Source: an optimization exercise on an open RTL-to-GDS flow (aim: small area). Production flows keep margins and buffers that such runs may drop.
The RTL was checked by simulation tests, not by an equivalence proof against the original design.
The clock input has no modelled driver; a real chip could not lean on it and would need a root buffer or a full tree.
Power is estimated from default activity; no workload was simulated.

## top_module
module top_module (input clk, input rst, input tx_start, output tx_pin, input rx_pin, output w_led_ale);
Size in the first run: roughly 6 I/O pins.
clock: 10.0 ns
lec_check: 0
cap_margin: 0
core_margin: 2
core_utilization: 75
gpl_timing_driven: 0
place_density: 0.85
slew_margin: 0
standard.sh (not shown) runs the stock make flow with config.mk's settings and CLKGATE_MAP_FILE= SYNTH_SCRIPT=/design/flow/synth_recipe.tcl, a recipe that flattens the netlist after the stock synthesis.
==> flow/flow/run.sh <==
#!/bin/bash
# The standard ORFS layout (the standard.sh: standard synthesis, floorplan, placement,
# routing), except that clock tree synthesis is replaced by flow/manual_cts.tcl: the clock
# port drives MCTS_NBUF clock buffers, each driving one cluster of nearby flip-flops.
set -euo pipefail
export MCTS_NBUF=3
export MCTS_BUF=sky130_fd_sc_hd__clkbuf_16
bash standard.sh "PRE_CTS_TCL=$PWD/flow/manual_cts.tcl" "BUFFER_PORTS_ARGS=-buffer_cell sky130_fd_sc_hd__buf_1" finish > standard_flow.log 2>&1
==> flow/flow/manual_cts.tcl <==
# Sourced by ORFS cts.tcl as PRE_CTS_TCL. Replaces TritonCTS with a one-level clock tree:
# the clock port drives a few clock buffers, each driving one cluster of nearby flip-flops.
proc manual_clock_tree {args} {
  set nbuf $::env(MCTS_NBUF)
  set bufm $::env(MCTS_BUF)
  set db [ord::get_db]
  set block [ord::get_db_block]
  set master [$db findMaster $bufm]
  set clknet [$block findNet clk]
  set sinks {}
  foreach it [$clknet getITerms] {
    if {[$it isInputSignal] || [[$it getMTerm] getSigType] == "CLOCK" || [[$it getMTerm] getName] == "CLK"} {
      set inst [$it getInst]
      set bb [$inst getBBox]
      lappend sinks [list $it [expr {([$bb xMin] + [$bb xMax]) / 2.0}] [expr {([$bb yMin] + [$bb yMax]) / 2.0}]]
    }
  }
  set n [llength $sinks]
  puts "manual_clock_tree: $n sinks, $nbuf x $bufm"
  # k-means on sink locations, seeded by sorting along x then y
  set sorted [lsort -real -index 1 $sinks]
  set cx {}; set cy {}
  for {set k 0} {$k < $nbuf} {incr k} {
    set s [lindex $sorted [expr {int(($k + 0.5) * $n / $nbuf)}]]
    lappend cx [lindex $s 1]; lappend cy [lindex $s 2]
  }
  # balanced k-means: each cluster takes at most ceil(n / nbuf) sinks, nearest pairs first
  set cap [expr {($n + $nbuf - 1) / $nbuf}]
  for {set iter 0} {$iter < 30} {incr iter} {
    set pairs {}
    set idx 0
    foreach s $sinks {
      for {set k 0} {$k < $nbuf} {incr k} {
        lappend pairs [list [expr {abs([lindex $s 1] - [lindex $cx $k]) + abs([lindex $s 2] - [lindex $cy $k])}] $idx $k]
      }
      incr idx
    }
    set pairs [lsort -real -index 0 $pairs]
    set assign [lrepeat $n -1]
    set sc [lrepeat $nbuf 0]
    foreach p $pairs {
      set idx [lindex $p 1]; set k [lindex $p 2]
      if {[lindex $assign $idx] < 0 && [lindex $sc $k] < $cap} {
        lset assign $idx $k
        lset sc $k [expr {[lindex $sc $k] + 1}]
      }
    }
    set sx [lrepeat $nbuf 0.0]; set sy [lrepeat $nbuf 0.0]
    set idx 0
    foreach s $sinks {
      set k [lindex $assign $idx]
      lset sx $k [expr {[lindex $sx $k] + [lindex $s 1]}]
      lset sy $k [expr {[lindex $sy $k] + [lindex $s 2]}]
      incr idx
    }
    for {set k 0} {$k < $nbuf} {incr k} {
      if {[lindex $sc $k] > 0} {
        lset cx $k [expr {[lindex $sx $k] / [lindex $sc $k]}]
        lset cy $k [expr {[lindex $sy $k] / [lindex $sc $k]}]
      }
    }
  }
  for {set k 0} {$k < $nbuf} {incr k} {
    set inst [odb::dbInst_create $block $master "mcts_buf_$k"]
    set net [odb::dbNet_create $block "mcts_net_$k"]
    $net setSigType CLOCK
    $inst setLocation [expr {int([lindex $cx $k])}] [expr {int([lindex $cy $k])}]
    $inst setPlacementStatus PLACED
    foreach mt [[$inst getMaster] getMTerms] {
      set it [$inst findITerm [$mt getName]]
      if {[$mt getSigType] == "POWER"} { $it connect [$block findNet VDD] } 
      if {[$mt getSigType] == "GROUND"} { $it connect [$block findNet VSS] }
    }
    [$inst findITerm A] connect $clknet
    [$inst findITerm X] connect $net
    puts "  cluster $k: [lindex $sc $k] sinks at [lindex $cx $k] [lindex $cy $k]"
  }
  set i 0
  foreach s $sinks {
    set it [lindex $s 0]
    set k [lindex $assign $i]
    $it disconnect
    $it connect [$block findNet "mcts_net_$k"]
    incr i
  }
  set_propagated_clock [all_clocks]
}
rename clock_tree_synthesis orig_clock_tree_synthesis
proc clock_tree_synthesis {args} { manual_clock_tree }
The starting point finished with timing, DRC and antenna clean.
==> next run, changes <==
==> flow/flow/run.sh (replaced) <==
#!/bin/bash
# The standard ORFS layout (the standard.sh: standard synthesis, floorplan, placement,
# routing), except that clock tree synthesis is replaced by flow/manual_cts.tcl: the clock
# port drives MCTS_NBUF clock buffers, each driving one cluster of nearby flip-flops.
set -euo pipefail
export MCTS_NBUF=4
export MCTS_BUF=sky130_fd_sc_hd__clkbuf_16
bash standard.sh "PRE_CTS_TCL=$PWD/flow/manual_cts.tcl" finish > standard_flow.log 2>&1
--- a/flow/flow/manual_cts.tcl
+++ b/flow/flow/manual_cts.tcl
@@ -25,32 +25,17 @@
     lappend cx [lindex $s 1]; lappend cy [lindex $s 2]
   }
-  # balanced k-means: each cluster takes at most ceil(n / nbuf) sinks, nearest pairs first
-  set cap [expr {($n + $nbuf - 1) / $nbuf}]
-  for {set iter 0} {$iter < 30} {incr iter} {
-    set pairs {}
-    set idx 0
+  for {set iter 0} {$iter < 50} {incr iter} {
+    set assign {}
+    set sx [lrepeat $nbuf 0.0]; set sy [lrepeat $nbuf 0.0]; set sc [lrepeat $nbuf 0]
     foreach s $sinks {
+      set best 0; set bd 1e30
       for {set k 0} {$k < $nbuf} {incr k} {
-        lappend pairs [list [expr {abs([lindex $s 1] - [lindex $cx $k]) + abs([lindex $s 2] - [lindex $cy $k])}] $idx $k]
+        set d [expr {abs([lindex $s 1] - [lindex $cx $k]) + abs([lindex $s 2] - [lindex $cy $k])}]
+        if {$d < $bd} {set bd $d; set best $k}
       }
-      incr idx
-    }
-    set pairs [lsort -real -index 0 $pairs]
-    set assign [lrepeat $n -1]
-    set sc [lrepeat $nbuf 0]
-    foreach p $pairs {
-      set idx [lindex $p 1]; set k [lindex $p 2]
-      if {[lindex $assign $idx] < 0 && [lindex $sc $k] < $cap} {
-        lset assign $idx $k
-        lset sc $k [expr {[lindex $sc $k] + 1}]
-      }
-    }
-    set sx [lrepeat $nbuf 0.0]; set sy [lrepeat $nbuf 0.0]
-    set idx 0
-    foreach s $sinks {
-      set k [lindex $assign $idx]
-      lset sx $k [expr {[lindex $sx $k] + [lindex $s 1]}]
-      lset sy $k [expr {[lindex $sy $k] + [lindex $s 2]}]
-      incr idx
+      lappend assign $best
+      lset sx $best [expr {[lindex $sx $best] + [lindex $s 1]}]
+      lset sy $best [expr {[lindex $sy $best] + [lindex $s 2]}]
+      lset sc $best [expr {[lindex $sc $best] + 1}]
     }
     for {set k 0} {$k < $nbuf} {incr k} {
- CAP_MARGIN: 0 -> 20
- SLEW_MARGIN: 0 -> 20
The changed run finished with timing, DRC and antenna clean.
Design area rose by 1.5%.
Sequential share of layout area fell by 0.94 points.
Hold slack degrades by 0.021 ns.
Flip-flop and latch count stays the same.
Final cell count does not change.
Worst setup slack degrades by 0.33 ns.
Via count rose by about 0.8%.
Die area stays the same.
Synthesized area does not change.
==> next run, changes <==
- GPL_TIMING_DRIVEN: 0 -> default
Area after synthesis does not change.
Design area is about the same.
Die area is unchanged.
First-iteration DRC count came out higher by 120%.
==> next run, changes <==
--- a/flow/flow/run.sh
+++ b/flow/flow/run.sh
@@ -6,3 +6,3 @@
 export MCTS_NBUF=4
 export MCTS_BUF=sky130_fd_sc_hd__clkbuf_16
-bash standard.sh "PRE_CTS_TCL=$PWD/flow/manual_cts.tcl" finish > standard_flow.log 2>&1
+bash standard.sh "PRE_CTS_TCL=$PWD/flow/manual_cts.tcl" "BUFFER_PORTS_ARGS=-buffer_cell sky130_fd_sc_hd__buf_1" finish > standard_flow.log 2>&1
- CAP_MARGIN: 20 -> 0
- GPL_TIMING_DRIVEN: default -> 0
- SLEW_MARGIN: 20 -> 0
What happened: The new run produced a clean layout. Power stays flat. Worst setup slack improved by 0.40 ns. Design area decreases by 0.69%. Maximum frequency goes up by 11%. Core utilization shrinks by 0.56 points. Routed wire length is higher by 0.98%. Cell count goes up by 1.2%.
==> next run, changes <==
--- a/flow/flow/run.sh
+++ b/flow/flow/run.sh
@@ -5,4 +5,4 @@
 set -euo pipefail
 export MCTS_NBUF=4
-export MCTS_BUF=sky130_fd_sc_hd__clkbuf_16
+export MCTS_BUF=sky130_fd_sc_hd__buf_12
 bash standard.sh "PRE_CTS_TCL=$PWD/flow/manual_cts.tcl" "BUFFER_PORTS_ARGS=-buffer_cell sky130_fd_sc_hd__buf_1" finish > standard_flow.log 2>&1
=> Design area shrinks by 0.53%; wire length shrinks by 0.99%; total power shrinks by 1.3%; global-route usage stays flat; synthesized cell count stays the same; clock power shrinks by about 6%; die area is unchanged; setup slack got worse by 0.0033 ns.
In every run of this note, the design's own scripts or RTL, not TritonCTS, make the clock network.


The RTL this note starts from:
==> flow/design.v <==
module top_module (input clk, input rst, input tx_start, output tx_pin, input rx_pin, output w_led_ale);
    localparam [20:0] LS_INV = 21'h0aaaaa;
    reg [20:0] lsq;
    reg led;
    wire [20:0] ls = lsq ^ LS_INV;
    wire ls_z = (ls[19:0] == 20'd0);
    always @(posedge clk)
        if (rst) begin
            lsq <= 21'd1 ^ LS_INV;
            led <= 1'b0;
        end else begin
            lsq <= {ls[19:0], ls[20] ^ ls[18] ^ ls_z} ^ LS_INV;
            if (ls_z & ~ls[20]) led <= ~led;
        end
    assign w_led_ale = led;
    localparam [7:0] S_END = 8'd11, S_117 = 8'd49, S_232 = 8'd5, S_X = 8'd139;
    reg [3:0] h;
    reg [7:0] u;
    reg [7:0] rsh;
    wire r_idle = h[3] & h[1];
    wire u_end  = (u == S_END);
    always @(posedge clk)
        if (rst | r_idle | u_end)
            h <= (rst | (r_idle & rx_pin)) ? 4'd11 : r_idle ? 4'd0 :
                 {h[3] | (h[2] & h[1] & h[0]), h[2] ^ (h[1] & h[0]), h[1] ^ h[0], ~h[0]};
    always @(posedge clk)
        if (r_idle) u <= S_117;
        else        u <= {u[6:0], u[7] ^ u[0] ^ u[1] ^ u[6] ^ u_end};
    always @(posedge clk)
        if (u_end && h != 9) rsh <= {rx_pin, rsh[7:1]};
    wire we = (h == 4'd10);
    reg [7:0] mem0, mem1, mem2, mem3;
    reg [1:0] i;
    always @(posedge clk) begin
        if (rst | (we && i == 2'b00)) mem0 <= rst ? 8'h61 : rsh;
        if (rst | (we && i == 2'b01)) mem1 <= rst ? 8'h62 : rsh;
        if (rst | (we && i == 2'b11)) mem2 <= rst ? 8'h63 : rsh;
        if (rst | (we && i == 2'b10)) mem3 <= rst ? 8'h64 : rsh;
    end
    always @(posedge clk)
        if (rst) i <= 0;
        else if (we) i <= {i[0], ~i[1]};
    reg [3:0] b;
    reg [7:0] r;
    reg [7:0] c;
    reg [1:0] j;
    wire r_end = (r == S_END);
    wire load  = (b == 4'd9);
    reg [7:0] rd;
    always @(*)
        case (j)
        2'b00: rd = mem0;
        2'b01: rd = mem1;
        2'b11: rd = mem2;
        default: rd = mem3;
        endcase
    always @(posedge clk)
        if (rst) j <= 2'd1;
        else if (load) j <= {j[0], ~j[1]};
    always @(posedge clk)
        if (rst | load) c <= rst ? 8'h61 : rd;
    always @(posedge clk)
        if (rst) begin
            b <= 4'd10;
            r <= S_END;
        end else begin
            if (r_end | load) b <= {(b[3] & ~(b[1] & b[0])) | (b[2] & b[1] & b[0]), ~b[3] & (b[2] ^ (b[1] & b[0])), ~(b[3] & b[1] & b[0]) & (b[1] ^ b[0]), ~b[0]};
            if (r_end && b == 4'd8) r <= S_232;
            else r <= {r[6:0], r[7] ^ r[0] ^ r[1] ^ r[6] ^ r_end};
        end
    assign tx_pin = b[3] ? ~(b[1] & b[0]) : c[b[2:0]];
endmodule
==> flow/config.mk <==
export PLATFORM = sky130hd
export DESIGN_NAME = top_module
export DESIGN_NICKNAME = top_module
export VERILOG_FILES = /design/flow/design.v
export SDC_FILE = /design/flow/constraint.sdc
export NUM_CORES = 4
export LEC_CHECK = 0
export CAP_MARGIN = 0
export CORE_MARGIN = 2
export CORE_UTILIZATION = 75
export GPL_TIMING_DRIVEN = 0
export PLACE_DENSITY = 0.85
export SLEW_MARGIN = 0
==> flow/constraint.sdc <==
create_clock -name core_clock -period 10.0 [get_ports {clk}]
set_input_delay 2.0000 -clock core_clock [delete_from_list [all_inputs] [get_ports {clk}]]
set_output_delay 2.0000 -clock core_clock [all_outputs]
set_load 0.01 [all_outputs]
==> flow/flow/run.sh <==
#!/bin/bash
# The standard ORFS layout (standard.sh) with three changes:
# - synthesis: flow/synth.tcl runs the standard synthesis script (synth_recipe.tcl)
#   but has ABC map the logic between the registers with flow/abc_area.script, an
#   area-oriented mapping; the registers are the standard synthesis's;
# - clock tree: flow/manual_cts.tcl replaces clock tree synthesis: the clock port drives
#   MCTS_NBUF clock buffers, each driving one cluster of nearby flip-flops;
# - port buffers are buf_1.
# Everything goes to standard_flow.log here; ORFS keeps each step's log under orfs/logs.
set -euo pipefail
export MCTS_NBUF=3
export MCTS_BUF=sky130_fd_sc_hd__clkbuf_16
export AREA_ABC_SCRIPT=$PWD/flow/abc_area.script
export FLOW_SYNTH_TCL=$PWD/synth_recipe.tcl
bash standard.sh "SYNTH_SCRIPT=$PWD/flow/synth.tcl" "PRE_CTS_TCL=$PWD/flow/manual_cts.tcl" \
  "BUFFER_PORTS_ARGS=-buffer_cell sky130_fd_sc_hd__buf_1" finish > standard_flow.log 2>&1
==> flow/flow/abc_area.script <==
strash
&get -n
&st
&syn3
&put
dch -f
amap
==> flow/flow/synth.tcl <==
# The standard synthesis script (synth_recipe.tcl in the work folder), with one change:
# ABC maps the logic between the registers with flow/abc_area.script (area-oriented
# mapping) instead of ORFS's delay-oriented script. Registers, their names and cell types
# come from the passes before ABC and are the standard synthesis's.
proc abc {args} {
  set i [lsearch -exact $args -script]
  if {$i >= 0} {
    lset args [expr {$i + 1}] $::env(AREA_ABC_SCRIPT)
  }
  puts "abc (area script): $args"
  yosys abc {*}$args
}
source $::env(FLOW_SYNTH_TCL)
Other scripts of this flow, unchanged in this note and not shown: flow/flow/manual_cts.tcl
The baseline finished clean.
Then changed:
==> flow/flow/run.sh (replaced) <==
#!/bin/bash
# The standard ORFS layout (the standard.sh: standard synthesis, floorplan, placement,
# routing), except that clock tree synthesis is replaced by flow/manual_cts.tcl: the clock
# port drives MCTS_NBUF clock buffers, each driving one cluster of nearby flip-flops.
set -euo pipefail
export MCTS_NBUF=3
export MCTS_BUF=sky130_fd_sc_hd__clkbuf_16
bash standard.sh "PRE_CTS_TCL=$PWD/flow/manual_cts.tcl" "BUFFER_PORTS_ARGS=-buffer_cell sky130_fd_sc_hd__buf_1" finish > standard_flow.log 2>&1
removed: flow/flow/abc_area.script
removed: flow/flow/synth.tcl
Power barely changes.
Utilization goes down by 1.6 points.
Global-route usage rose by 0.29 points.
Synthesized area grows by 3.2%.
Critical path depth is higher by 2.
Die area rose by 3.1%.
Hold slack stays flat.
Final area is higher by 3.5%.
In every run of this note, the design's own scripts or RTL, not TritonCTS, make the clock network.

## port drivers added, routing unchanged
In the flow no input, the clock included, has a driving cell. The finished layouts below were timed again as built, in two steps.
Step 1 (the two cells are an assumption about what drives the block):
set clk [get_ports {clk}]
set_driving_cell -lib_cell sky130_fd_sc_hd__clkbuf_16 $clk
set_driving_cell -lib_cell sky130_fd_sc_hd__buf_2 [delete_from_list [all_inputs] $clk]
Step 2 moves the port delays by t, midway between the first and last clock arrival at a register: inputs arrive t later, outputs are due t later. That takes back most of the time a late clock gives input paths.
Three values: ideal, step 1, step 2; two values: the first two.
| run | t, ns | setup WS [ns] | slew at the worst register clock pin (ns) |
|---|---|---|---|
| the first run of note 1 | 0.226 | 6.294 / 6.236 / 6.251 | 0.12 / 0.12 |
| the second run of note 1 | 0.218 | 5.960 / 5.894 / 6.023 | 0.10 / 0.10 |
| the third run of note 1 | 0.226 | 5.920 / 5.844 / 5.797 | 0.10 / 0.10 |
| the fourth run of note 1 | 0.220 | 6.318 / 6.249 / 6.249 | 0.11 / 0.11 |
| the fifth run of note 1 | 0.201 | 6.315 / 6.239 / 6.211 | 0.12 / 0.12 |
| the first run of note 2 | 0.225 | 5.464 / 5.500 / 5.275 | 0.12 / 0.12 |
| the second run of note 2 | 0.228 | 6.286 / 6.223 / 6.173 | 0.11 / 0.11 |
After both steps every run listed still meets setup and hold. For the first run of note 2, which loses most, drivers alone change the setup slack by +0.036 ns; drivers and shift together by -0.189 ns.
